What follows belongs to an exercise in optimizing a design on an open flow for small area and a short achievable clock period; a production flow would make more cautious choices. The RTL of this run was laid out without a check of its function. Power and IR drop assume default switching activity.

==> design/flow/constraint.sdc <==
create_clock -name core_clock -period 16.0 [get_ports {CLK}]
set_input_delay 3.2000 -clock core_clock [delete_from_list [all_inputs] [get_ports {CLK}]]
set_output_delay 3.2000 -clock core_clock [all_outputs]
set_load 0.01 [all_outputs]
==> design/flow/standard.sh <==
#!/bin/bash
# synth_recipe.tcl (not shown) runs the flow's synth.tcl, then flattens the netlist and writes it again
# the make line also repeats each setting of config.mk as NAME=value (left out here)
make -C /OpenROAD-flow-scripts/flow DESIGN_CONFIG=/design/flow/config.mk WORK_HOME=/design/flow/orfs CLKGATE_MAP_FILE= SYNTH_SCRIPT=/design/flow/synth_recipe.tcl "${@:-finish}"
==> design/flow/config.mk <==
export PLATFORM = sky130hd
export DESIGN_NAME = RGB_to_Gray
export DESIGN_NICKNAME = RGB_to_Gray
export VERILOG_FILES = /design/flow/design.v
export SDC_FILE = /design/flow/constraint.sdc
export NUM_CORES = 8
export LEC_CHECK = 0
export CAP_MARGIN = 20
export CORE_MARGIN = 2
export CORE_UTILIZATION = 60
export CTS_BUF_LIST = sky130_fd_sc_hd__clkbuf_8
export PLACE_DENSITY = 0.75
export SLEW_MARGIN = 20
export SYNTH_HIERARCHICAL = 1
export SYNTH_MINIMUM_KEEP_SIZE = 0
==> design/flow/flow/run.sh <==
#!/bin/bash
set -euo pipefail
export SETUP_SLACK_MARGIN=11.95
export CTS_ARGS="-sink_clustering_enable -repair_clock_nets -dont_use_dummy_load -buf_list sky130_fd_sc_hd__clkbuf_8"
export BUFFER_PORTS_ARGS="-buffer_cell sky130_fd_sc_hd__buf_2"
bash standard.sh synth > synth.log 2>&1
bash standard.sh > layout.log 2>&1
==> design/flow/design.v <==
module RGB_to_Gray(input CLK, input [7:0] R, input [7:0] G, input [7:0] B, input In_Valid, output reg [7:0] Gray, output reg Out_Valid);
    reg [7:0] r, g, b; reg v0;
    always @(posedge CLK) begin r <= R; g <= G; b <= B; v0 <= In_Valid; end
    wire w8 = ({r[7], r[6], r[5], r[4], r[3], r[2], r[1], r[0]} >= 8'd2);
    wire w9 = ({r[7], r[6], r[5], r[4], r[3], r[2], r[1], r[0]} >= 8'd4);
    wire w10 = ({r[7], r[6], r[5], r[4], r[3], r[2], r[1], r[0]} >= 8'd7);
    wire w11 = ({r[7], r[6], r[5], r[4], r[3], r[2], r[1], r[0]} >= 8'd14);
    wire w12 = ({r[7], r[6], r[5], r[4], r[3], r[2], r[1], r[0]} >= 8'd27);
    wire w13 = ({r[7], r[6], r[5], r[4], r[3], r[2], r[1], r[0]} >= 8'd54);
    wire w14 = ({r[7], r[6], r[5], r[4], r[3], r[2], r[1], r[0]} >= 8'd108);
    wire w15 = ({r[7], r[6], r[5], r[4], r[3], r[2], r[1], r[0]} >= 8'd215);
    wire w24 = ({g[7], g[6], g[5], g[4], g[3], g[2], g[1], g[0]} >= 8'd2);
    wire w25 = ({g[7], g[6], g[5], g[4], g[3], g[2], g[1], g[0]} >= 8'd4);
    wire w26 = ({g[7], g[6], g[5], g[4], g[3], g[2], g[1], g[0]} >= 8'd7);
    wire w27 = ({g[7], g[6], g[5], g[4], g[3], g[2], g[1], g[0]} >= 8'd14);
    wire w28 = ({g[7], g[6], g[5], g[4], g[3], g[2], g[1], g[0]} >= 8'd28);
    wire w29 = ({g[7], g[6], g[5], g[4], g[3], g[2], g[1], g[0]} >= 8'd55);
    wire w30 = ({g[7], g[6], g[5], g[4], g[3], g[2], g[1], g[0]} >= 8'd110);
    wire w31 = ({g[7], g[6], g[5], g[4], g[3], g[2], g[1], g[0]} >= 8'd219);
    wire w41 = ({b[7], b[6], b[5], b[4], b[3], b[2], b[1], b[0]} >= 8'd3);
    wire w42 = ({b[7], b[6], b[5], b[4], b[3], b[2], b[1], b[0]} >= 8'd5);
    wire w43 = ({b[7], b[6], b[5], b[4], b[3], b[2], b[1], b[0]} >= 8'd9);
    wire w44 = ({b[7], b[6], b[5], b[4], b[3], b[2], b[1], b[0]} >= 8'd18);
    wire w45 = ({b[7], b[6], b[5], b[4], b[3], b[2], b[1], b[0]} >= 8'd36);
    wire w46 = ({b[7], b[6], b[5], b[4], b[3], b[2], b[1], b[0]} >= 8'd71);
    wire w47 = ({b[7], b[6], b[5], b[4], b[3], b[2], b[1], b[0]} >= 8'd141);
    wire w48_0, w48_1; ha u48 (r[2], r[1], w48_0, w48_1);
    wire w49_0, w49_1; fa u49 (r[3], r[2], r[1], w49_0, w49_1);
    wire w50_0, w50_1; fa u50 (r[4], r[3], r[2], w50_0, w50_1);
    wire w51_0, w51_1; fa u51 (r[5], r[4], r[3], w51_0, w51_1);
    wire w52_0, w52_1; fa u52 (r[6], r[5], r[4], w52_0, w52_1);
    wire w53_0, w53_1; fa u53 (r[7], r[6], r[5], w53_0, w53_1);
    wire w54_0, w54_1; ha u54 (r[1], r[0], w54_0, w54_1);
    wire w55_0, w55_1; fa u55 (r[0], w48_0, w11, w55_0, w55_1);
    wire w56_0, w56_1; fa u56 (w48_1, w12, w49_0, w56_0, w56_1);
    wire w57_0, w57_1; fa u57 (w49_1, w13, w50_0, w57_0, w57_1);
    wire w58_0, w58_1; fa u58 (w50_1, w14, w51_0, w58_0, w58_1);
    wire w59_0, w59_1; fa u59 (w51_1, w15, w52_0, w59_0, w59_1);
    wire w60_0, w60_1; fa u60 (r[0], w52_1, w53_0, w60_0, w60_1);
    wire w61_0, w61_1; ha u61 (r[0], w9, w61_0, w61_1);
    wire w62_0, w62_1; fa u62 (w54_0, w10, w61_1, w62_0, w62_1);
    wire w63_0, w63_1; fa u63 (w54_1, w55_0, w62_1, w63_0, w63_1);
    wire w64_0, w64_1; fa u64 (w55_1, w56_0, w63_1, w64_0, w64_1);
    wire w65_0, w65_1; fa u65 (w56_1, w57_0, w64_1, w65_0, w65_1);
    wire w66_0, w66_1; fa u66 (w57_1, w58_0, w65_1, w66_0, w66_1);
    wire w67_0, w67_1; fa u67 (w58_1, w59_0, w66_1, w67_0, w67_1);
    wire w68_0, w68_1; fa u68 (p59_1_1, p60_0_1, p67_1_1, w68_0, w68_1);
    wire w69_0, w69_1; ha u69 (g[4], g[0], w69_0, w69_1);
    wire w70_0, w70_1; fa u70 (g[5], g[1], w31, w70_0, w70_1);
    wire w71_0, w71_1; fa u71 (g[6], g[2], g[0], w71_0, w71_1);
    wire w72_0, w72_1; ha u72 (g[0], w26, w72_0, w72_1);
    wire w73_0, w73_1; fa u73 (g[1], w27, w72_1, w73_0, w73_1);
    wire w74_0, w74_1; fa u74 (g[2], w28, w73_1, w74_0, w74_1);
    wire w75_0, w75_1; fa u75 (g[3], w29, w74_1, w75_0, w75_1);
    wire w76_0, w76_1; fa u76 (w69_0, w30, w75_1, w76_0, w76_1);
    wire w77_0, w77_1; fa u77 (w69_1, w70_0, w76_1, w77_0, w77_1);
    wire w78_0, w78_1; fa u78 (p70_1_1, p71_0_1, p77_1_1, w78_0, w78_1);
    wire w79 = ~w8;
    wire w80 = w61_0 & w79;
    wire w81 = ~w24;
    wire w82 = w25 & w81;
    wire w83 = ~w9;
    wire w84 = w62_0 & w83;
    wire w85 = ~w25;
    wire w86 = w72_0 & w85;
    wire w87 = ~w10;
    wire w88 = w63_0 & w87;
    wire w89 = ~w26;
    wire w90 = w73_0 & w89;
    wire w91 = ~w11;
    wire w92 = w64_0 & w91;
    wire w93 = ~w27;
    wire w94 = w74_0 & w93;
    wire w95 = ~w12;
    wire w96 = w65_0 & w95;
    wire w97 = ~w28;
    wire w98 = w75_0 & w97;
    wire w99 = ~w13;
    wire w100 = w66_0 & w99;
    wire w101 = ~w29;
    wire w102 = w76_0 & w101;
    wire w103 = ~w14;
    wire w104 = w67_0 & w103;
    wire w105 = ~w30;
    wire w106 = w77_0 & w105;
    wire w107 = ~w15;
    wire w108 = w68_0 & p107_0_1;
    wire w109 = ~w31;
    wire w110 = w78_0 & p109_0_1;
    wire w111_0, w111_1; ha u111 (r[7], r[6], w111_0, w111_1);
    wire w112_0, w112_1; fa u112 (r[7], r[2], r[0], w112_0, w112_1);
    wire w113_0, w113_1; fa u113 (g[7], g[3], g[1], w113_0, w113_1);
    wire w114_0, w114_1; fa u114 (r[3], r[1], r[0], w114_0, w114_1);
    wire w115_0, w115_1; fa u115 (r[4], r[2], r[1], w115_0, w115_1);
    wire w116_0, w116_1; fa u116 (r[5], r[3], r[2], w116_0, w116_1);
    wire w117_0, w117_1; ha u117 (r[0], g[6], w117_0, w117_1);
    wire w118_0, w118_1; fa u118 (r[6], r[4], r[3], w118_0, w118_1);
    wire w119_0, w119_1; fa u119 (r[1], g[7], g[5], w119_0, w119_1);
    wire w120_0, w120_1; fa u120 (r[7], r[5], r[4], w120_0, w120_1);
    wire w121_0, w121_1; ha u121 (r[2], g[6], w121_0, w121_1);
    wire w122_0, w122_1; fa u122 (r[6], r[5], r[3], w122_0, w122_1);
    wire w123_0, w123_1; ha u123 (g[7], g[6], w123_0, w123_1);
    wire w124_0, w124_1; fa u124 (r[7], r[6], r[4], w124_0, w124_1);
    wire w125_0, w125_1; ha u125 (r[0], g[7], w125_0, w125_1);
    wire w126_0, w126_1; ha u126 (r[7], r[5], w126_0, w126_1);
    wire w127_0, w127_1; ha u127 (r[5], r[2], w127_0, w127_1);
    wire w128_0, w128_1; fa u128 (r[6], r[3], r[2], w128_0, w128_1);
    wire w129_0, w129_1; fa u129 (r[7], r[4], r[3], w129_0, w129_1);
    wire w130_0, w130_1; fa u130 (r[5], r[4], r[1], w130_0, w130_1);
    wire w131_0, w131_1; fa u131 (r[6], r[5], r[2], w131_0, w131_1);
    wire w132_0, w132_1; ha u132 (r[7], r[6], w132_0, w132_1);
    wire w133_0, w133_1; fa u133 (r[1], w111_0, w53_1, w133_0, w133_1);
    wire w134_0, w134_1; fa u134 (g[0], w111_1, w71_1, w134_0, w134_1);
    wire w135_0, w135_1; ha u135 (w112_0, w113_0, w135_0, w135_1);
    wire w136_0, w136_1; fa u136 (g[4], g[2], g[1], w136_0, w136_1);
    wire w137_0, w137_1; fa u137 (w112_1, w113_1, w114_0, w137_0, w137_1);
    wire w138_0, w138_1; fa u138 (g[5], g[3], g[2], w138_0, w138_1);
    wire w139_0, w139_1; fa u139 (g[0], w114_1, w115_0, w139_0, w139_1);
    wire w140_0, w140_1; fa u140 (g[4], g[3], g[1], w140_0, w140_1);
    wire w141_0, w141_1; fa u141 (w117_0, w115_1, w116_0, w141_0, w141_1);
    wire w142_0, w142_1; fa u142 (g[4], g[2], w117_1, w142_0, w142_1);
    wire w143_0, w143_1; fa u143 (w116_1, w118_0, w119_0, w143_0, w143_1);
    wire w144_0, w144_1; fa u144 (g[5], g[3], w121_0, w144_0, w144_1);
    wire w145_0, w145_1; fa u145 (w118_1, w119_1, w120_0, w145_0, w145_1);
    wire w146_0, w146_1; fa u146 (g[4], g[0], w121_1, w146_0, w146_1);
    wire w147_0, w147_1; fa u147 (w123_0, w120_1, w122_0, w147_0, w147_1);
    wire w148_0, w148_1; fa u148 (g[5], g[1], w123_1, w148_0, w148_1);
    wire w149_0, w149_1; fa u149 (w125_0, w122_1, w124_0, w149_0, w149_1);
    wire w150_0, w150_1; fa u150 (r[1], g[6], g[2], w150_0, w150_1);
    wire w151_0, w151_1; fa u151 (w125_1, w126_0, w124_1, w151_0, w151_1);
    wire w152_0, w152_1; fa u152 (r[6], r[2], g[7], w152_0, w152_1);
    wire w153_0, w153_1; fa u153 (g[3], g[0], w126_1, w153_0, w153_1);
    wire w154_0, w154_1; fa u154 (r[7], r[3], r[0], w154_0, w154_1);
    wire w155_0, w155_1; fa u155 (g[4], g[1], g[0], w155_0, w155_1);
    wire w156_0, w156_1; fa u156 (r[4], r[1], r[0], w156_0, w156_1);
    wire w157_0, w157_1; fa u157 (g[5], g[2], g[1], w157_0, w157_1);
    wire w158_0, w158_1; fa u158 (r[1], g[6], g[3], w158_0, w158_1);
    wire w159_0, w159_1; fa u159 (g[2], g[0], w127_0, w159_0, w159_1);
    wire w160_0, w160_1; fa u160 (g[7], g[4], g[3], w160_0, w160_1);
    wire w161_0, w161_1; fa u161 (g[1], w127_1, w128_0, w161_0, w161_1);
    wire w162_0, w162_1; fa u162 (r[0], g[5], g[4], w162_0, w162_1);
    wire w163_0, w163_1; fa u163 (g[2], w128_1, w129_0, w163_0, w163_1);
    wire w164_0, w164_1; fa u164 (g[6], g[5], g[3], w164_0, w164_1);
    wire w165_0, w165_1; fa u165 (g[0], w129_1, w130_0, w165_0, w165_1);
    wire w166_0, w166_1; fa u166 (g[7], g[6], g[4], w166_0, w166_1);
    wire w167_0, w167_1; fa u167 (g[1], w130_1, w131_0, w167_0, w167_1);
    wire w168_0, w168_1; fa u168 (r[3], g[7], g[5], w168_0, w168_1);
    wire w169_0, w169_1; fa u169 (g[2], w132_0, w131_1, w169_0, w169_1);
    wire w170_0, w170_1; fa u170 (r[7], r[4], g[6], w170_0, w170_1);
    wire w171_0, w171_1; ha u171 (g[3], w132_1, w171_0, w171_1);
    wire w172_0, w172_1; ha u172 (r[5], g[7], w172_0, w172_1);
    wire w173_0, w173_1; ha u173 (w133_0, w60_1, w173_0, w173_1);
    wire w174_0, w174_1; fa u174 (w133_1, w135_0, w134_0, w174_0, w174_1);
    wire w175_0, w175_1; fa u175 (w136_0, w135_1, w134_1, w175_0, w175_1);
    wire w176_0, w176_1; fa u176 (w136_1, w138_0, w137_1, w176_0, w176_1);
    wire w177_0, w177_1; fa u177 (w138_1, w140_0, w139_1, w177_0, w177_1);
    wire w178_0, w178_1; fa u178 (w140_1, w142_0, w141_1, w178_0, w178_1);
    wire w179_0, w179_1; fa u179 (w142_1, w144_0, w143_1, w179_0, w179_1);
    wire w180_0, w180_1; fa u180 (w144_1, w146_0, w145_1, w180_0, w180_1);
    wire w181_0, w181_1; fa u181 (w146_1, w148_0, w147_1, w181_0, w181_1);
    wire w182_0, w182_1; fa u182 (w150_0, w148_1, w149_1, w182_0, w182_1);
    wire w183_0, w183_1; fa u183 (w150_1, w152_0, w153_0, w183_0, w183_1);
    wire w184_0, w184_1; fa u184 (w152_1, w154_0, w155_0, w184_0, w184_1);
    wire w185_0, w185_1; fa u185 (w154_1, w155_1, w156_0, w185_0, w185_1);
    wire w186_0, w186_1; fa u186 (w156_1, w157_1, w158_0, w186_0, w186_1);
    wire w187_0, w187_1; fa u187 (w158_1, w160_0, w159_1, w187_0, w187_1);
    wire w188_0, w188_1; fa u188 (w160_1, w162_0, w161_1, w188_0, w188_1);
    wire w189_0, w189_1; fa u189 (w162_1, w164_0, w163_1, w189_0, w189_1);
    wire w190_0, w190_1; fa u190 (w164_1, w166_0, w165_1, w190_0, w190_1);
    wire w191_0, w191_1; fa u191 (w166_1, w168_0, w167_1, w191_0, w191_1);
    wire w192_0, w192_1; fa u192 (w168_1, w170_0, w171_0, w192_0, w192_1);
    wire w193_0, w193_1; fa u193 (g[4], w172_0, w170_1, w193_0, w193_1);
    wire w194_0, w194_1; ha u194 (r[6], g[5], w194_0, w194_1);
    wire w195_0, w195_1; ha u195 (p173_0_1, w110, w195_0, w195_1);
    wire w196_0, w196_1; fa u196 (p173_1_1, p174_0_1, w78_1, w196_0, w196_1);
    wire w197_0, w197_1; fa u197 (w137_0, w174_1, w175_0, w197_0, w197_1);
    wire w198_0, w198_1; fa u198 (w139_0, w175_1, w176_0, w198_0, w198_1);
    wire w199_0, w199_1; fa u199 (w141_0, w176_1, w177_0, w199_0, w199_1);
    wire w200_0, w200_1; fa u200 (w143_0, w177_1, w178_0, w200_0, w200_1);
    wire w201_0, w201_1; fa u201 (w145_0, w178_1, w179_0, w201_0, w201_1);
    wire w202_0, w202_1; fa u202 (w147_0, w179_1, w180_0, w202_0, w202_1);
    wire w203_0, w203_1; fa u203 (w149_0, w180_1, w181_0, w203_0, w203_1);
    wire w204_0, w204_1; fa u204 (w151_0, w181_1, w182_0, w204_0, w204_1);
    wire w205_0, w205_1; fa u205 (w151_1, w183_0, w182_1, w205_0, w205_1);
    wire w206_0, w206_1; fa u206 (w153_1, w184_0, w183_1, w206_0, w206_1);
    wire w207_0, w207_1; fa u207 (w157_0, w184_1, w185_0, w207_0, w207_1);
    wire w208_0, w208_1; fa u208 (w159_0, w185_1, w186_0, w208_0, w208_1);
    wire w209_0, w209_1; fa u209 (w186_1, w161_0, w187_0, w209_0, w209_1);
    wire w210_0, w210_1; fa u210 (w163_0, w187_1, w188_0, w210_0, w210_1);
    wire w211_0, w211_1; fa u211 (w165_0, w188_1, w189_0, w211_0, w211_1);
    wire w212_0, w212_1; fa u212 (w167_0, w189_1, w190_0, w212_0, w212_1);
    wire w213_0, w213_1; fa u213 (w169_0, w190_1, w191_0, w213_0, w213_1);
    wire w214_0, w214_1; fa u214 (w169_1, w192_0, w191_1, w214_0, w214_1);
    wire w215_0, w215_1; fa u215 (w171_1, w193_0, w192_1, w215_0, w215_1);
    wire w216_0, w216_1; fa u216 (w172_1, w194_0, w193_1, w216_0, w216_1);
    wire w217_0, w217_1; fa u217 (r[7], g[6], w194_1, w217_0, w217_1);
    wire w219 = w205_1 & w206_0;
    wire w220 = w206_1 | w207_0;
    wire w221 = w206_1 & w207_0;
    wire w222 = w207_1 | w208_0;
    wire w223 = w207_1 & w208_0;
    wire w224 = w208_1 | w209_0;
    wire w225 = w208_1 & w209_0;
    wire w226 = w209_1 | w210_0;
    wire w227 = w209_1 & w210_0;
    wire w228 = w210_1 | w211_0;
    wire w229 = w210_1 & w211_0;
    wire w230 = w211_1 | w212_0;
    wire w231 = w211_1 & w212_0;
    wire w232 = w212_1 | w213_0;
    wire w233 = w212_1 & w213_0;
    wire w234 = p213_1_1 | p214_0_1;
    wire w235 = p213_1_1 & p214_0_1;
    wire w236 = p214_1_1 | p215_0_1;
    wire w237 = p214_1_1 & p215_0_1;
    wire w238 = p215_1_1 | p216_0_1;
    wire w239 = p215_1_1 & p216_0_1;
    wire w240 = p216_1_1 | p217_0_1;
    wire w241 = p216_1_1 & p217_0_1;
    wire w242 = p217_1_1 | p23_0_1;
    wire w243 = p217_1_1 & p23_0_1;
    wire w244 = w221 | (w220 & w219);
    wire w246 = w225 | (w224 & w223);
    wire w247 = w224 & w222;
    wire w248 = w229 | (w228 & w227);
    wire w249 = w228 & w226;
    wire w250 = w233 | (w232 & w231);
    wire w251 = w232 & w230;
    wire w252 = w237 | (w236 & w235);
    wire w253 = w236 & w234;
    wire w254 = w241 | (w240 & w239);
    wire w255 = w240 & w238;
    wire w258 = w246 | (w247 & w244);
    wire w260 = w231 | (w230 & w248);
    wire w261 = w230 & w249;
    wire w262 = w250 | (w251 & w248);
    wire w263 = w251 & w249;
    wire w264 = w239 | (w238 & w252);
    wire w265 = w238 & w253;
    wire w266 = w254 | (w255 & w252);
    wire w267 = w255 & w253;
    wire w268 = w227 | (w226 & w258);
    wire w270 = w248 | (w249 & w258);
    wire w272 = w260 | (w261 & w258);
    wire w274 = w262 | (w263 & w258);
    wire w276 = w243 | (w242 & w266);
    wire w277 = w242 & w267;
    wire w278 = w235 | (w234 & p274_0_1);
    wire w280 = w252 | (w253 & p274_0_1);
    wire w282 = w264 | (w265 & p274_0_1);
    wire w284 = w266 | (w267 & p274_0_1);
    wire w286 = w276 | (w277 & p274_0_1);
    wire w288 = |{w210_1, w211_1, w212_1, w213_1, w214_1, w215_1, w216_1, w217_1, w211_0, w212_0, w213_0, w214_0, w215_0, w216_0, w217_0, g[7], w268};
    wire w289 = |{w211_1, w212_1, w213_1, w214_1, w215_1, w216_1, w217_1, w212_0, w213_0, w214_0, w215_0, w216_0, w217_0, g[7], w270};
    wire w290 = |{w212_1, w213_1, w214_1, w215_1, w216_1, w217_1, w213_0, w214_0, w215_0, w216_0, w217_0, g[7], w272};
    wire w291 = |{p213_1_1, p214_1_1, p215_1_1, p216_1_1, p217_1_1, p214_0_1, p215_0_1, p216_0_1, p217_0_1, p23_0_1, p274_0_1};
    wire w292 = |{p214_1_1, p215_1_1, p216_1_1, p217_1_1, p215_0_1, p216_0_1, p217_0_1, p23_0_1, w278};
    wire w293 = |{p215_1_1, p216_1_1, p217_1_1, p216_0_1, p217_0_1, p23_0_1, w280};
    wire w294 = |{p216_1_1, p217_1_1, p217_0_1, p23_0_1, w282};
    wire w295 = |{p217_1_1, p23_0_1, w284};
    wire w296 = |{w286};
    wire w297 = ~b[0];
    wire w298 = ~b[1];
    wire w299 = ~b[2];
    wire w300 = ~b[3];
    wire w301 = ~b[4];
    wire w302 = ~b[5];
    wire w303 = ~b[6];
    wire w304 = ~b[7];
    wire w305_0, w305_1; fa u305 (b[6], b[4], b[2], w305_0, w305_1);
    wire w306_0, w306_1; ha u306 (b[7], b[5], w306_0, w306_1);
    wire w307_0, w307_1; ha u307 (b[6], b[4], w307_0, w307_1);
    wire w308_0, w308_1; ha u308 (b[7], b[5], w308_0, w308_1);
    wire w309_0, w309_1; ha u309 (b[4], b[2], w309_0, w309_1);
    wire w310_0, w310_1; fa u310 (b[5], b[3], b[1], w310_0, w310_1);
    wire w311_0, w311_1; fa u311 (w297, w47, w305_0, w311_0, w311_1);
    wire w312_0, w312_1; fa u312 (b[3], w298, w306_0, w312_0, w312_1);
    wire w313_0, w313_1; fa u313 (b[0], w299, w306_1, w313_0, w313_1);
    wire w314_0, w314_1; fa u314 (b[1], w300, w307_1, w314_0, w314_1);
    wire w315_0, w315_1; fa u315 (b[6], b[2], w301, w315_0, w315_1);
    wire w316_0, w316_1; ha u316 (b[2], b[0], w316_0, w316_1);
    wire w317_0, w317_1; fa u317 (b[3], b[1], w44, w317_0, w317_1);
    wire w318_0, w318_1; fa u318 (b[0], w309_0, w45, w318_0, w318_1);
    wire w319_0, w319_1; fa u319 (w309_1, w46, w310_0, w319_0, w319_1);
    wire w320; xn u320 (w310_1, w311_0, w320);
    wire w321 = w310_1 | w311_0;
    wire w322_0, w322_1; fa u322 (w305_1, w312_0, w311_1, w322_0, w322_1);
    wire w323_0, w323_1; fa u323 (w307_0, w312_1, w313_0, w323_0, w323_1);
    wire w324_0, w324_1; fa u324 (w308_0, w313_1, w314_0, w324_0, w324_1);
    wire w325_0, w325_1; fa u325 (w308_1, w315_0, w314_1, w325_0, w325_1);
    wire w326_0, w326_1; ha u326 (b[0], w41, w326_0, w326_1);
    wire w327_0, w327_1; fa u327 (b[1], w42, w326_1, w327_0, w327_1);
    wire w328_0, w328_1; fa u328 (w316_0, w43, w327_1, w328_0, w328_1);
    wire w329_0, w329_1; fa u329 (w316_1, w317_0, w328_1, w329_0, w329_1);
    wire w330_0, w330_1; fa u330 (w317_1, w318_0, w329_1, w330_0, w330_1);
    wire w331_0, w331_1; fa u331 (w318_1, w319_0, w330_1, w331_0, w331_1);
    wire w332_0, w332_1; fa u332 (w319_1, w320, w331_1, w332_0, w332_1);
    wire w333_0, w333_1; fa u333 (p321_0_1, p322_0_1, p332_1_1, w333_0, w333_1);
    wire w334_0, w334_1; fa u334 (p322_1_1, p323_0_1, w333_1, w334_0, w334_1);
    wire w335_0, w335_1; fa u335 (p323_1_1, p324_0_1, w334_1, w335_0, w335_1);
    wire w336_0, w336_1; fa u336 (p324_1_1, p325_0_1, w335_1, w336_0, w336_1);
    wire w337 = ~w42;
    wire w338 = w328_0 & w337;
    wire w339 = w338 & w288;
    wire w340 = ~p339_0_1;
    wire w341 = ~w43;
    wire w342 = w329_0 & w341;
    wire w343 = w342 & w289;
    wire w344 = ~p343_0_1;
    wire w345 = ~w44;
    wire w346 = w330_0 & w345;
    wire w347 = w346 & w290;
    wire w348 = ~p347_0_1;
    wire w349 = ~w45;
    wire w350 = w331_0 & w349;
    wire w351 = p350_0_1 & w291;
    wire w352 = ~w351;
    wire w353 = ~w46;
    wire w354 = w332_0 & w353;
    wire w355 = p354_0_1 & w292;
    wire w356 = ~w355;
    wire w357 = ~w47;
    wire w358 = w333_0 & p357_0_1;
    wire w359 = w358 & w293;
    wire w360 = ~w359;
    wire w361 = w334_0 & w294;
    wire w362 = ~w361;
    wire w363 = w335_0 & w295;
    wire w364 = ~w363;
    wire w365 = w336_0 & w296;
    wire w366 = ~w365;
    wire w367_0, w367_1; fa u367 (b[7], b[3], w302, w367_0, w367_1);
    wire w368_0, w368_1; ha u368 (w297, w315_1, w368_0, w368_1);
    wire w369_0, w369_1; ha u369 (b[4], w303, w369_0, w369_1);
    wire w370_0, w370_1; ha u370 (b[7], b[5], w370_0, w370_1);
    wire w371_0, w371_1; ha u371 (b[6], b[1], w371_0, w371_1);
    wire w372_0, w372_1; ha u372 (b[7], b[2], w372_0, w372_1);
    wire w373_0, w373_1; fa u373 (w367_0, w368_0, w325_1, w373_0, w373_1);
    wire w374_0, w374_1; fa u374 (w298, w369_0, w367_1, w374_0, w374_1);
    wire w375_0, w375_1; ha u375 (w368_1, w197_0, w375_0, w375_1);
    wire w376_0, w376_1; fa u376 (b[5], w304, w299, w376_0, w376_1);
    wire w377_0, w377_1; fa u377 (w369_1, w197_1, w198_0, w377_0, w377_1);
    wire w378_0, w378_1; fa u378 (b[6], w300, w198_1, w378_0, w378_1);
    wire w379 = ~w199_0;
    wire w380_0, w380_1; fa u380 (b[7], w301, w297, w380_0, w380_1);
    wire w381_0, w381_1; ha u381 (w199_1, w200_0, w381_0, w381_1);
    wire w382_0, w382_1; fa u382 (w302, w298, w200_1, w382_0, w382_1);
    wire w383_0, w383_1; fa u383 (b[0], w303, w299, w383_0, w383_1);
    wire w384_0, w384_1; fa u384 (b[1], w304, w300, w384_0, w384_1);
    wire w385_0, w385_1; fa u385 (b[2], b[0], w301, w385_0, w385_1);
    wire w386_0, w386_1; ha u386 (w203_1, w204_0, w386_0, w386_1);
    wire w387_0, w387_1; fa u387 (b[3], b[1], w302, w387_0, w387_1);
    wire w388; xn u388 (w204_1, w205_0, w388);
    wire w389 = w204_1 | w205_0;
    wire w390_0, w390_1; fa u390 (b[4], b[2], w303, w390_0, w390_1);
    wire w391_0, w391_1; fa u391 (w297, w206_0, w205_1, w391_0, w391_1);
    wire w392_0, w392_1; fa u392 (b[5], b[3], w304, w392_0, w392_1);
    wire w393_0, w393_1; fa u393 (w298, w207_0, w206_1, w393_0, w393_1);
    wire w394_0, w394_1; fa u394 (b[6], b[4], w299, w394_0, w394_1);
    wire w395; xn u395 (w207_1, w208_0, w395);
    wire w396 = w207_1 | w208_0;
    wire w397_0, w397_1; fa u397 (b[0], w300, w370_0, w397_0, w397_1);
    wire w398; xn u398 (w208_1, w209_0, w398);
    wire w399 = w208_1 | w209_0;
    wire w400_0, w400_1; fa u400 (w301, w370_1, w371_0, w400_0, w400_1);
    wire w401; xn u401 (w209_1, w210_0, w401);
    wire w402 = w209_1 | w210_0;
    wire w403_0, w403_1; fa u403 (w302, w371_1, w372_0, w403_0, w403_1);
    wire w404; xn u404 (w210_1, w211_0, w404);
    wire w405 = w210_1 | w211_0;
    wire w406_0, w406_1; fa u406 (b[3], w303, w372_1, w406_0, w406_1);
    wire w407; xn u407 (w211_1, w212_0, w407);
    wire w408 = w211_1 | w212_0;
    wire w409_0, w409_1; fa u409 (b[4], w304, w212_1, w409_0, w409_1);
    wire w410 = ~w213_0;
    wire w411_0, w411_1; ha u411 (b[5], w213_1, w411_0, w411_1);
    wire w412_0, w412_1; ha u412 (p38_0_1, p215_0_1, w412_0, w412_1);
    wire w413_0, w413_1; ha u413 (p39_0_1, p216_0_1, w413_0, w413_1);
    wire w414_0, w414_1; ha u414 (w80, w338, w414_0, w414_1);
    wire w415_0, w415_1; fa u415 (w82, w84, w342, w415_0, w415_1);
    wire w416_0, w416_1; fa u416 (w86, w88, w346, w416_0, w416_1);
    wire w417_0, w417_1; fa u417 (w90, w92, w350, w417_0, w417_1);
    wire w418_0, w418_1; fa u418 (p94_0_1, p96_0_1, p354_0_1, w418_0, w418_1);
    wire w419_0, w419_1; fa u419 (p98_0_1, p100_0_1, w358, w419_0, w419_1);
    wire w420_0, w420_1; fa u420 (p102_0_1, p104_0_1, w334_0, w420_0, w420_1);
    wire w421_0, w421_1; fa u421 (p106_0_1, w108, w335_0, w421_0, w421_1);
    wire w422_0, w422_1; fa u422 (w68_1, w195_0, w336_0, w422_0, w422_1);
    wire w423_0, w423_1; fa u423 (p373_0_1, w196_0, w195_1, w423_0, w423_1);
    wire w424_0, w424_1; fa u424 (w374_0, w373_1, w375_0, w424_0, w424_1);
    wire w425_0, w425_1; fa u425 (w376_0, w374_1, w375_1, w425_0, w425_1);
    wire w426_0, w426_1; fa u426 (w376_1, w379, w377_1, w426_0, w426_1);
    wire w427_0, w427_1; fa u427 (w380_0, w199_0, w378_1, w427_0, w427_1);
    wire w428_0, w428_1; fa u428 (w380_1, w201_0, w381_1, w428_0, w428_1);
    wire w429_0, w429_1; fa u429 (w383_0, w201_1, w202_0, w429_0, w429_1);
    wire w430_0, w430_1; fa u430 (w383_1, w384_0, w202_1, w430_0, w430_1);
    wire w431_0, w431_1; fa u431 (w384_1, w385_0, w386_0, w431_0, w431_1);
    wire w432_0, w432_1; fa u432 (w385_1, w387_0, w388, w432_0, w432_1);
    wire w433_0, w433_1; fa u433 (w387_1, w390_0, w389, w433_0, w433_1);
    wire w434_0, w434_1; fa u434 (w390_1, w392_0, w393_0, w434_0, w434_1);
    wire w435_0, w435_1; fa u435 (w392_1, w394_0, w395, w435_0, w435_1);
    wire w436_0, w436_1; fa u436 (w394_1, w397_0, w396, w436_0, w436_1);
    wire w437_0, w437_1; fa u437 (w397_1, w400_0, w399, w437_0, w437_1);
    wire w438_0, w438_1; fa u438 (w400_1, w403_0, w402, w438_0, w438_1);
    wire w439_0, w439_1; fa u439 (w403_1, w406_0, w405, w439_0, w439_1);
    wire w440_0, w440_1; fa u440 (w406_1, w410, w408, w440_0, w440_1);
    wire w441_0, w441_1; fa u441 (w214_0, w213_0, w411_0, w441_0, w441_1);
    wire w442_0, w442_1; fa u442 (p214_1_1, w412_0, p411_1_1, w442_0, w442_1);
    wire w443_0, w443_1; fa u443 (p215_1_1, w413_0, w412_1, w443_0, w443_1);
    wire w444_0, w444_1; fa u444 (p217_0_1, p216_1_1, w413_1, w444_0, w444_1);
    wire w445_0, w445_1; ha u445 (p23_0_1, p217_1_1, w445_0, w445_1);
    wire w446_0, w446_1; ha u446 (p414_0_1, w340, w446_0, w446_1);
    wire w447_0, w447_1; fa u447 (p414_1_1, p415_0_1, w344, w447_0, w447_1);
    wire w448_0, w448_1; fa u448 (p415_1_1, p416_0_1, w348, w448_0, w448_1);
    wire w449_0, w449_1; fa u449 (p416_1_1, w352, p417_0_1, w449_0, w449_1);
    wire w450_0, w450_1; fa u450 (p417_1_1, w356, w418_0, w450_0, w450_1);
    wire w451_0, w451_1; fa u451 (w418_1, w360, w419_0, w451_0, w451_1);
    wire w452_0, w452_1; fa u452 (w419_1, w362, w420_0, w452_0, w452_1);
    wire w453_0, w453_1; fa u453 (w420_1, w364, w421_0, w453_0, w453_1);
    wire w454_0, w454_1; fa u454 (w421_1, w366, w422_0, w454_0, w454_1);
    wire w455_0, w455_1; fa u455 (w423_0, w336_1, w422_1, w455_0, w455_1);
    wire w456_0, w456_1; fa u456 (p424_0_1, w196_1, w423_1, w456_0, w456_1);
    wire w457_0, w457_1; fa u457 (w377_0, w424_1, w425_0, w457_0, w457_1);
    wire w458_0, w458_1; fa u458 (w378_0, w425_1, w426_0, w458_0, w458_1);
    wire w459_0, w459_1; fa u459 (w381_0, w426_1, w427_0, w459_0, w459_1);
    wire w460_0, w460_1; fa u460 (w382_0, w427_1, w428_0, w460_0, w460_1);
    wire w461_0, w461_1; fa u461 (w382_1, w429_0, w428_1, w461_0, w461_1);
    wire w462_0, w462_1; fa u462 (w203_0, w429_1, w430_0, w462_0, w462_1);
    wire w463; xn u463 (w430_1, w431_0, w463);
    wire w464 = w430_1 | w431_0;
    wire w465_0, w465_1; fa u465 (w386_1, w432_0, w431_1, w465_0, w465_1);
    wire w466_0, w466_1; fa u466 (w391_0, w432_1, w433_0, w466_0, w466_1);
    wire w467_0, w467_1; fa u467 (w391_1, w433_1, w434_0, w467_0, w467_1);
    wire w468_0, w468_1; fa u468 (w393_1, w435_0, w434_1, w468_0, w468_1);
    wire w469_0, w469_1; fa u469 (w398, w435_1, w436_0, w469_0, w469_1);
    wire w470_0, w470_1; fa u470 (w436_1, w401, w437_0, w470_0, w470_1);
    wire w471_0, w471_1; fa u471 (w404, w437_1, w438_0, w471_0, w471_1);
    wire w472_0, w472_1; fa u472 (w407, w438_1, w439_0, w472_0, w472_1);
    wire w473_0, w473_1; fa u473 (w409_0, w439_1, w440_0, w473_0, w473_1);
    wire w474_0, w474_1; fa u474 (w409_1, w440_1, w441_0, w474_0, w474_1);
    wire w475; xn u475 (p441_1_1, w442_0, w475);
    wire w476 = p441_1_1 | w442_0;
    wire w477; xn u477 (w443_0, w442_1, w477);
    wire w478 = w443_0 | w442_1;
    wire w479; xn u479 (w444_0, w443_1, w479);
    wire w480 = w444_0 | w443_1;
    wire w481; xn u481 (w445_0, w444_1, w481);
    wire w482 = w445_0 | w444_1;
    wire w483 = ~w445_1;
    wire w484 = w446_1 | w447_0;
    wire w485 = w446_1 & w447_0;
    wire w486 = w447_1 | w448_0;
    wire w487 = w447_1 & w448_0;
    wire w488 = w448_1 | w449_0;
    wire w489 = w448_1 & w449_0;
    wire w490 = w449_1 | w450_0;
    wire w491 = w449_1 & w450_0;
    wire w492 = w450_1 | w451_0;
    wire w493 = w450_1 & w451_0;
    wire w494 = w451_1 | w452_0;
    wire w495 = w451_1 & w452_0;
    wire w496 = w452_1 | w453_0;
    wire w497 = w452_1 & w453_0;
    wire w498 = w453_1 | w454_0;
    wire w499 = w453_1 & w454_0;
    wire w500 = w454_1 | w455_0;
    wire w501 = w454_1 & w455_0;
    wire w502 = w455_1 | w456_0;
    wire w503 = w455_1 & w456_0;
    wire w504 = w456_1 | p457_0_1;
    wire w505 = w456_1 & p457_0_1;
    wire w506 = p457_1_1 | p458_0_1;
    wire w507 = p457_1_1 & p458_0_1;
    wire w508 = p458_1_1 | p459_0_1;
    wire w509 = p458_1_1 & p459_0_1;
    wire w510 = p459_1_1 | p460_0_1;
    wire w511 = p459_1_1 & p460_0_1;
    wire w512 = w460_1 | w461_0;
    wire w513 = w460_1 & w461_0;
    wire w514 = w461_1 | w462_0;
    wire w515 = w461_1 & w462_0;
    wire w516 = w462_1 | w463;
    wire w517 = w462_1 & w463;
    wire w518 = p464_0_1 | p465_0_1;
    wire w519 = p464_0_1 & p465_0_1;
    wire w520 = w465_1 | w466_0;
    wire w521 = w465_1 & w466_0;
    wire w522 = w466_1 | w467_0;
    wire w523 = w466_1 & w467_0;
    wire w524 = w467_1 | w468_0;
    wire w525 = w467_1 & w468_0;
    wire w526 = w468_1 | w469_0;
    wire w527 = w468_1 & w469_0;
    wire w528 = w469_1 | w470_0;
    wire w529 = w469_1 & w470_0;
    wire w530 = p470_1_1 | p471_0_1;
    wire w531 = p470_1_1 & p471_0_1;
    wire w532_0, w532_1; ha u532 (w471_1, w472_0, w532_0, w532_1);
    wire w533_0, w533_1; ha u533 (p472_1_1, p473_0_1, w533_0, w533_1);
    wire w534_0, w534_1; ha u534 (p473_1_1, p474_0_1, w534_0, w534_1);
    wire w535_0, w535_1; ha u535 (p474_1_1, w475, w535_0, w535_1);
    wire w536_0, w536_1; ha u536 (w476, w477, w536_0, w536_1);
    wire w537_0, w537_1; ha u537 (p478_0_1, p479_0_1, w537_0, w537_1);
    wire w538_0, w538_1; ha u538 (w480, w481, w538_0, w538_1);
    wire w539_0, w539_1; ha u539 (w482, w483, w539_0, w539_1);
    wire w540 = w531 | (w530 & p529_0_1);
    wire w541 = w530 & p528_0_1;
    wire w542 = w527 | (w526 & w525);
    wire w543 = w526 & w524;
    wire w544 = w540 | (w541 & p542_0_1);
    wire w545 = w541 & p543_0_1;
    wire w546 = w523 | (w522 & w521);
    wire w547 = w522 & w520;
    wire w548 = p546_0_1 | (p547_0_1 & w519);
    wire w549 = p547_0_1 & w518;
    wire w550 = w544 | (w545 & w548);
    wire w551 = w545 & w549;
    wire w552 = w517 | (w516 & w515);
    wire w553 = w516 & w514;
    wire w554 = w552 | (w553 & w513);
    wire w555 = p553_0_1 & p512_0_1;
    wire w556 = w511 | (w510 & w509);
    wire w557 = w510 & w508;
    wire w558 = w556 | (w557 & w507);
    wire w559 = w557 & w506;
    wire w560 = p554_0_1 | (w555 & w558);
    wire w561 = w555 & w559;
    wire w562 = w550 | (w551 & w560);
    wire w563 = w551 & w561;
    wire w564 = w505 | (w504 & w503);
    wire w565 = w504 & w502;
    wire w566 = w564 | (w565 & w501);
    wire w567 = w565 & w500;
    wire w568 = w499 | (w498 & w497);
    wire w569 = w498 & w496;
    wire w570 = w568 | (w569 & w495);
    wire w571 = w569 & w494;
    wire w572 = w566 | (w567 & w570);
    wire w573 = w567 & w571;
    wire w574 = w493 | (w492 & w491);
    wire w575 = w492 & w490;
    wire w576 = w574 | (w575 & w489);
    wire w577 = w575 & w488;
    wire w578 = w487 | (w486 & w485);
    wire w579 = w486 & w484;
    wire w580 = w578 | (w579 & w446_0);
    wire w581 = w576 | (w577 & w580);
    wire w583 = w572 | (w573 & w581);
    wire w585 = p562_0_1 | (p563_0_1 & p583_0_1);
    wire w587 = p533_1_1 | (p533_0_1 & p532_1_2);
    wire w588 = p533_0_1 & p532_0_2;
    wire w589 = p535_1_1 | (p535_0_1 & p534_1_1);
    wire w590 = p535_0_1 & p534_0_1;
    wire w591 = w537_1 | (w537_0 & p536_1_1);
    wire w592 = w537_0 & p536_0_1;
    wire w595 = p534_1_1 | (p534_0_1 & w587);
    wire w596 = p534_0_1 & w588;
    wire w597 = w589 | (w590 & w587);
    wire w598 = w590 & w588;
    wire w599 = p538_1_1 | (p538_0_1 & w591);
    wire w600 = p538_0_1 & w592;
    wire w603 = p536_1_1 | (p536_0_1 & w597);
    wire w604 = p536_0_1 & w598;
    wire w605 = w591 | (w592 & w597);
    wire w606 = w592 & w598;
    wire w607 = w599 | (w600 & w597);
    wire w608 = w600 & w598;
    wire w611 = p532_1_2 | (p532_0_2 & w585);
    wire w612 = w587 | (w588 & w585);
    wire w613 = w595 | (w596 & w585);
    wire w614 = w597 | (w598 & w585);
    wire w615 = w603 | (w604 & w585);
    wire w616 = w605 | (w606 & w585);
    wire w617 = w607 | (w608 & w585);
    wire w619; xr u619 (p532_0_2, w585, w619);
    wire w620; xr u620 (p533_0_1, w611, w620);
    wire w621; xr u621 (p534_0_1, w612, w621);
    wire w622; xr u622 (p535_0_1, w613, w622);
    wire w623; xr u623 (p536_0_1, w614, w623);
    wire w624; xr u624 (w537_0, w615, w624);
    wire w625; xr u625 (p538_0_1, w616, w625);
    wire w626; xr u626 (p539_0_1, w617, w626);
    reg p23_0_1;
    reg p38_0_1;
    reg p39_0_1;
    reg p59_1_1;
    reg p60_0_1;
    reg p67_1_1;
    reg p70_1_1;
    reg p71_0_1;
    reg p77_1_1;
    reg p107_0_1;
    reg p109_0_1;
    reg p173_0_1;
    reg p173_1_1;
    reg p174_0_1;
    reg p213_1_1;
    reg p214_0_1;
    reg p214_1_1;
    reg p215_0_1;
    reg p215_1_1;
    reg p216_0_1;
    reg p216_1_1;
    reg p217_0_1;
    reg p217_1_1;
    reg p274_0_1;
    reg p321_0_1;
    reg p322_0_1;
    reg p332_1_1;
    reg p322_1_1;
    reg p323_0_1;
    reg p323_1_1;
    reg p324_0_1;
    reg p324_1_1;
    reg p325_0_1;
    reg p339_0_1;
    reg p343_0_1;
    reg p347_0_1;
    reg p350_0_1;
    reg p354_0_1;
    reg p357_0_1;
    reg p94_0_1;
    reg p96_0_1;
    reg p98_0_1;
    reg p100_0_1;
    reg p102_0_1;
    reg p104_0_1;
    reg p106_0_1;
    reg p373_0_1;
    reg p411_1_1;
    reg p414_0_1;
    reg p414_1_1;
    reg p415_0_1;
    reg p415_1_1;
    reg p416_0_1;
    reg p416_1_1;
    reg p417_0_1;
    reg p417_1_1;
    reg p424_0_1;
    reg p441_1_1;
    reg p457_0_1;
    reg p457_1_1;
    reg p458_0_1;
    reg p458_1_1;
    reg p459_0_1;
    reg p459_1_1;
    reg p460_0_1;
    reg p464_0_1;
    reg p465_0_1;
    reg p470_1_1;
    reg p471_0_1;
    reg p472_1_1;
    reg p473_0_1;
    reg p473_1_1;
    reg p474_0_1;
    reg p474_1_1;
    reg p478_0_1;
    reg p479_0_1;
    reg p529_0_1;
    reg p528_0_1;
    reg p542_0_1;
    reg p543_0_1;
    reg p546_0_1;
    reg p547_0_1;
    reg p553_0_1;
    reg p512_0_1;
    reg p554_0_1;
    reg p562_0_1;
    reg p563_0_1;
    reg p583_0_1;
    reg p533_1_1;
    reg p533_0_1;
    reg p532_1_1;
    reg p532_1_2;
    reg p532_0_1;
    reg p532_0_2;
    reg p535_1_1;
    reg p535_0_1;
    reg p534_1_1;
    reg p534_0_1;
    reg p536_1_1;
    reg p536_0_1;
    reg p538_1_1;
    reg p538_0_1;
    reg p539_0_1;
    always @(posedge CLK) begin
        p23_0_1 <= g[7];
        p38_0_1 <= b[6];
        p39_0_1 <= b[7];
        p59_1_1 <= w59_1;
        p60_0_1 <= w60_0;
        p67_1_1 <= w67_1;
        p70_1_1 <= w70_1;
        p71_0_1 <= w71_0;
        p77_1_1 <= w77_1;
        p107_0_1 <= w107;
        p109_0_1 <= w109;
        p173_0_1 <= w173_0;
        p173_1_1 <= w173_1;
        p174_0_1 <= w174_0;
        p213_1_1 <= w213_1;
        p214_0_1 <= w214_0;
        p214_1_1 <= w214_1;
        p215_0_1 <= w215_0;
        p215_1_1 <= w215_1;
        p216_0_1 <= w216_0;
        p216_1_1 <= w216_1;
        p217_0_1 <= w217_0;
        p217_1_1 <= w217_1;
        p274_0_1 <= w274;
        p321_0_1 <= w321;
        p322_0_1 <= w322_0;
        p332_1_1 <= w332_1;
        p322_1_1 <= w322_1;
        p323_0_1 <= w323_0;
        p323_1_1 <= w323_1;
        p324_0_1 <= w324_0;
        p324_1_1 <= w324_1;
        p325_0_1 <= w325_0;
        p339_0_1 <= w339;
        p343_0_1 <= w343;
        p347_0_1 <= w347;
        p350_0_1 <= w350;
        p354_0_1 <= w354;
        p357_0_1 <= w357;
        p94_0_1 <= w94;
        p96_0_1 <= w96;
        p98_0_1 <= w98;
        p100_0_1 <= w100;
        p102_0_1 <= w102;
        p104_0_1 <= w104;
        p106_0_1 <= w106;
        p373_0_1 <= w373_0;
        p411_1_1 <= w411_1;
        p414_0_1 <= w414_0;
        p414_1_1 <= w414_1;
        p415_0_1 <= w415_0;
        p415_1_1 <= w415_1;
        p416_0_1 <= w416_0;
        p416_1_1 <= w416_1;
        p417_0_1 <= w417_0;
        p417_1_1 <= w417_1;
        p424_0_1 <= w424_0;
        p441_1_1 <= w441_1;
        p457_0_1 <= w457_0;
        p457_1_1 <= w457_1;
        p458_0_1 <= w458_0;
        p458_1_1 <= w458_1;
        p459_0_1 <= w459_0;
        p459_1_1 <= w459_1;
        p460_0_1 <= w460_0;
        p464_0_1 <= w464;
        p465_0_1 <= w465_0;
        p470_1_1 <= w470_1;
        p471_0_1 <= w471_0;
        p472_1_1 <= w472_1;
        p473_0_1 <= w473_0;
        p473_1_1 <= w473_1;
        p474_0_1 <= w474_0;
        p474_1_1 <= w474_1;
        p478_0_1 <= w478;
        p479_0_1 <= w479;
        p529_0_1 <= w529;
        p528_0_1 <= w528;
        p542_0_1 <= w542;
        p543_0_1 <= w543;
        p546_0_1 <= w546;
        p547_0_1 <= w547;
        p553_0_1 <= w553;
        p512_0_1 <= w512;
        p554_0_1 <= w554;
        p562_0_1 <= w562;
        p563_0_1 <= w563;
        p583_0_1 <= w583;
        p533_1_1 <= w533_1;
        p533_0_1 <= w533_0;
        p532_1_1 <= w532_1;
        p532_1_2 <= p532_1_1;
        p532_0_1 <= w532_0;
        p532_0_2 <= p532_0_1;
        p535_1_1 <= w535_1;
        p535_0_1 <= w535_0;
        p534_1_1 <= w534_1;
        p534_0_1 <= w534_0;
        p536_1_1 <= w536_1;
        p536_0_1 <= w536_0;
        p538_1_1 <= w538_1;
        p538_0_1 <= w538_0;
        p539_0_1 <= w539_0;
    end
    reg v1; always @(posedge CLK) v1 <= v0;
    reg v2; always @(posedge CLK) v2 <= v1;
    always @(posedge CLK) begin Gray <= {w626, w625, w624, w623, w622, w621, w620, w619}; Out_Valid <= v2; end
endmodule
module fa(input a, input b, input c, output s, output co);
    assign s = a ^ b ^ c;
    assign co = (a & b) | (a & c) | (b & c);
endmodule
module ha(input a, input b, output s, output co);
    assign s = a ^ b;
    assign co = a & b;
endmodule
module xr(input a, input b, output y);
    assign y = a ^ b;
endmodule
module xn(input a, input b, output y);
    assign y = ~(a ^ b);
endmodule
module ao(input g1, input p1, input g0, output y);
    assign y = g1 | (p1 & g0);
endmodule
module an2(input a, input b, output y);
    assign y = a & b;
endmodule
module or2(input a, input b, output y);
    assign y = a | b;
endmodule
==> notes.md <==
status=complete, no violations; distinct cell type count of the synthesized netlist=45; residual antenna-violating net count after detailed routing=0; count of yosys warnings during synthesis=7; Die Height=129 um; clk slew on worst S/H paths=around 60 ps; TNS Setup=0 ps; Rows=45; fin nets=roughly 1,100; count of unresolved DRC violations after routing=0; final count of negative-setup-slack endpoints=0; maximum resistive drop on vdd=roughly 0.15 mV; family with the most delay on the worst path=adder cells; setup repair after global routing missed its margin=yes; number of failing hold endpoints at the final stage=0; number of cells on the critical path=10; commonest cells in the netlist=sky130_fd_sc_hd__fa_1, sky130_fd_sc_hd__dfxtp_1, sky130_fd_sc_hd__ha_1, sky130_fd_sc_hd__inv_1, sky130_fd_sc_hd__nor2_1; Post-Syn Area per Cell=about 14 um^2; post-synthesis cell area=0.00930 mm^2; minimum clock period after layout=between 4000 and 5000 ps; Yosys top cell by area=sky130_fd_sc_hd__fa_1; Clock Root Buffer=sky130_fd_sc_hd__clkbuf_8; drt pass-1 iters=5; placed cell count=882; critical-path cell with the highest stage delay=sky130_fd_sc_hd__fa_1; initial antenna violation count=0; CTS Buffer Depth=2; fraction of layout cells with a size suffix above 1=21.8%; number of CTS-inserted buffers=17; number of nets produced by synthesis=between 900 and 1,000; total number of vias=about 5,500; GPL Wtd Cong=roughly 0.9; cell count after synthesis=660; class of the tightest hold or removal check=reg2reg; Die Footprint=about 0.017 mm^2; GRT Total Usage=about 27%; Final Skew=around 24 ps; PnR Total Power=roughly 1.9 mW; Worst Path Buf+Inv=1; starting utilization of the core area=between 60% and 70%; worst setup path category=reg2reg; global-route wire length before repair=32.4 mm; Critical Path Start=r[1]; input/output buffers=34; cell with the most instances after synthesis=sky130_fd_sc_hd__fa_1; vias per std cell=5.79; maximum level of the CTS H-tree=4; mean routed wirelength per cell=around 21 um; biggest area contributors in the synthesized netlist=sky130_fd_sc_hd__fa_1, sky130_fd_sc_hd__dfxtp_1, sky130_fd_sc_hd__ha_1; required time of the worst setup path=~16,000 ps; Detailed Route Iter0 Violations=346; Final Routed Wirelength=20.2 mm; total number of clock tree sinks=about 140; share of async-settable or async-resettable flops after synthesis=0%; number of diodes=0; final max-slew violation count=0; crit-path max FO=4; remaining global-route overflow=0; via count of the first global-routing pass=between 6,000 and 7,000; maximum cell stage delay along the critical path=~520 ps; estimated wirelength of the detail-placed design=between 15 and 20 mm; slew at the pin with the worst max-slew slack=just over 800 ps; area growth from synthesis to layout=12.7%; number of placed I/O pins=35; number of flops mapped to enable cells by yosys=0; cell occurring most often along the worst timing path=sky130_fd_sc_hd__fa_1; maximum capacitance violations=0; data arrival time of the critical path=4390 ps; critical path launch point type=flip-flop; final worst-path cycle share=roughly 26%; utilization after layout=between 60 and 70%; non-filler instance count after layout=roughly 950; CTS tree=yes; minimum hold slack=roughly 330 ps; Leakage Power=between 4 and 5 nW; critical path capture point=p554_0_1; largest net degree at the start of global routing=17; relative slew slack=around 46%; beginning of the worst register-to-register path=r[1]; Core Area=roughly 0.015 mm^2; synthesized flop and latch total=about 140; fraction of post-synthesis cell area in the top cell type by area=between 40% and 50%; clock latency of the later-clocked register in the worst-skew pair=roughly 440 ps; end of the worst register-to-register path=p554_0_1; CP Cell Sequence=buf_4 -> fa_1 -> fa_1 -> fa_1 -> fa_1 -> fa_1 -> fa_1 -> a31oi_1 -> nor2_1 -> maj3_1; slack of the worst reg-to-reg path=approximately 12,000 ps; width of the chip=129 um; Seq/Total Area, Yosys=~30%; Post-synth top flop=sky130_fd_sc_hd__dfxtp_1; Pwr per Cell Area=around 180 mW/mm^2; highest clock frequency the design can meet=~250 MHz; CP endpoint kind=flip-flop; depth of the worst register-to-register path=10
-- area by class of cell --
cell class,instances,area [um^2]
flip-flops and latches,139,2860
fillers,1036,4720
clock buffers,17,234
well taps,188,235
multi-input cells,491,6470
inverters,30,125
repair buffers,81,561
-- logic make-up after synthesis --
logic type | after synthesis | synth area share, %
compound gates | 82 | 6.04
xor+xnor | 20 | 1.88
fa+ha+maj | 279 | 55.1
buf+inv | 30 | 1.21
flops | 139 | 29.9
other cells | 1 | 0.0403
simple gates | 109 | 5.80
-- repair_timing --
item / CTS / global route
hold buffers: 0 / 0
resized for setup: 39 / 23
setup buffers: 24 / 23
endpoints found under the setup margin: 23 / 17
pin swaps: 0 / 6
-- report_power, final --
| part | leakage (nW) | switching, mW | internal [mW] |
|---|---|---|---|
| clock | 0.122 | 0.110 | 0.0933 |
| combinational | 3.01 | 0.598 | 0.552 |
| sequential | 1.17 | 0.0673 | 0.467 |
-- modules after synthesis (local to each module, per instance) --
module	cells inside	copies in the design	flip-flops and latches	area, um^2
fa	1	221	0	20.0
xn	1	12	0	8.76
RGB_to_Gray	372	1	139	4120
xr	1	8	0	8.76
ha	1	47	0	12.5
-- through the flow --
stage                     worst slack, ps  cell area (um^2)
after floorplan                     11940              9320
after global placement              11710              9730
after detailed placement            11520              9730
after CTS                           11820             10200
after global routing                11850             10500
final                               11920             10500
-- placed cells by master (no fill, tap or decap), types with 11 or more instances in the layout --
master                     netlist  final
sky130_fd_sc_hd__fa_1          221    210
sky130_fd_sc_hd__dfxtp_1       139    113
sky130_fd_sc_hd__dfxtp_4         0     18
sky130_fd_sc_hd__xnor2_1        12     12
sky130_fd_sc_hd__inv_1          30     25
sky130_fd_sc_hd__nand2_1        21     21
sky130_fd_sc_hd__or2_2          13     12
sky130_fd_sc_hd__a21oi_1        18     18
sky130_fd_sc_hd__buf_2           0     31
sky130_fd_sc_hd__fa_2            0     11
sky130_fd_sc_hd__clkbuf_8        0     17
sky130_fd_sc_hd__nor2_1         29     27
sky130_fd_sc_hd__buf_4           0     41
sky130_fd_sc_hd__ha_1           47     47
-- worst register-to-register path: stages, from the launching register on --
cell and delay, ps:
sky130_fd_sc_hd__dfxtp_4 360, sky130_fd_sc_hd__buf_4 160, sky130_fd_sc_hd__fa_1 510, sky130_fd_sc_hd__fa_1 440
sky130_fd_sc_hd__fa_1 520, sky130_fd_sc_hd__fa_1 440, sky130_fd_sc_hd__fa_1 430, sky130_fd_sc_hd__fa_1 510
sky130_fd_sc_hd__a31oi_1 170, sky130_fd_sc_hd__nor2_1 60, sky130_fd_sc_hd__maj3_1 360
-- registers in the layout, indices dropped and copies added, names as in the netlist, 8 cells and up --
name / cells
Gray: 8
b: 8
g: 8
r: 8
-- how the worst min path moves through the flow --
stage / end / start / cells after the start
final: p532_1_2 / p532_1_1 / 0
after floorplan: Out_Valid / v2 / 0
after CTS: p532_1_2 / p532_1_1 / 0
after global placement: p532_1_2 / p532_1_1 / 0
after global routing: p532_1_2 / p532_1_1 / 0
after detailed placement: p532_1_2 / p532_1_1 / 0
-- per-layer routing --
| metal | GRT usage, % | wire length, um | vias to the layer above | share of wire [%] |
|---|---|---|---|---|
| li1 | - | - | 2392 | - |
| met1 | 36.5 | 8410 | 2890 | 42 |
| met2 | 44.3 | 10400 | 168 | 51 |
| met3 | 6.03 | 1010 | 27 | 5.0 |
| met4 | 8.25 | 442 | 0 | 2.2 |
| met5 | 0 | 0 | - | 0 |

[separate check: timing with driven ports]
The results above use ideal ports. As a check the final layout listed here was re-extracted and re-timed, cells and wires unchanged.
Step 1 (the two cells are an assumption about what drives the block):
set clk [get_ports {CLK}]
set_driving_cell -lib_cell sky130_fd_sc_hd__clkbuf_16 $clk
set_driving_cell -lib_cell sky130_fd_sc_hd__buf_2 [delete_from_list [all_inputs] $clk]
Step 2 moves the port delays by t, midway between the first and last clock arrival at a register: inputs arrive t later, outputs are due t later. That takes back most of the time a late clock gives input paths.
Three values: ideal ports, drivers, drivers and shift; two values: the first two.
shift t [ns]: 0.463
setup WS [ns]: 11.919 / 11.894 / 11.919
latest minus earliest clock arrival (ns): 0.024 / 0.025
cell pins on the clock port's net: 1
After both steps setup and hold are still met in this run. For this run, drivers alone change the setup slack by -0.025 ns; drivers and shift together by 0.000 ns.
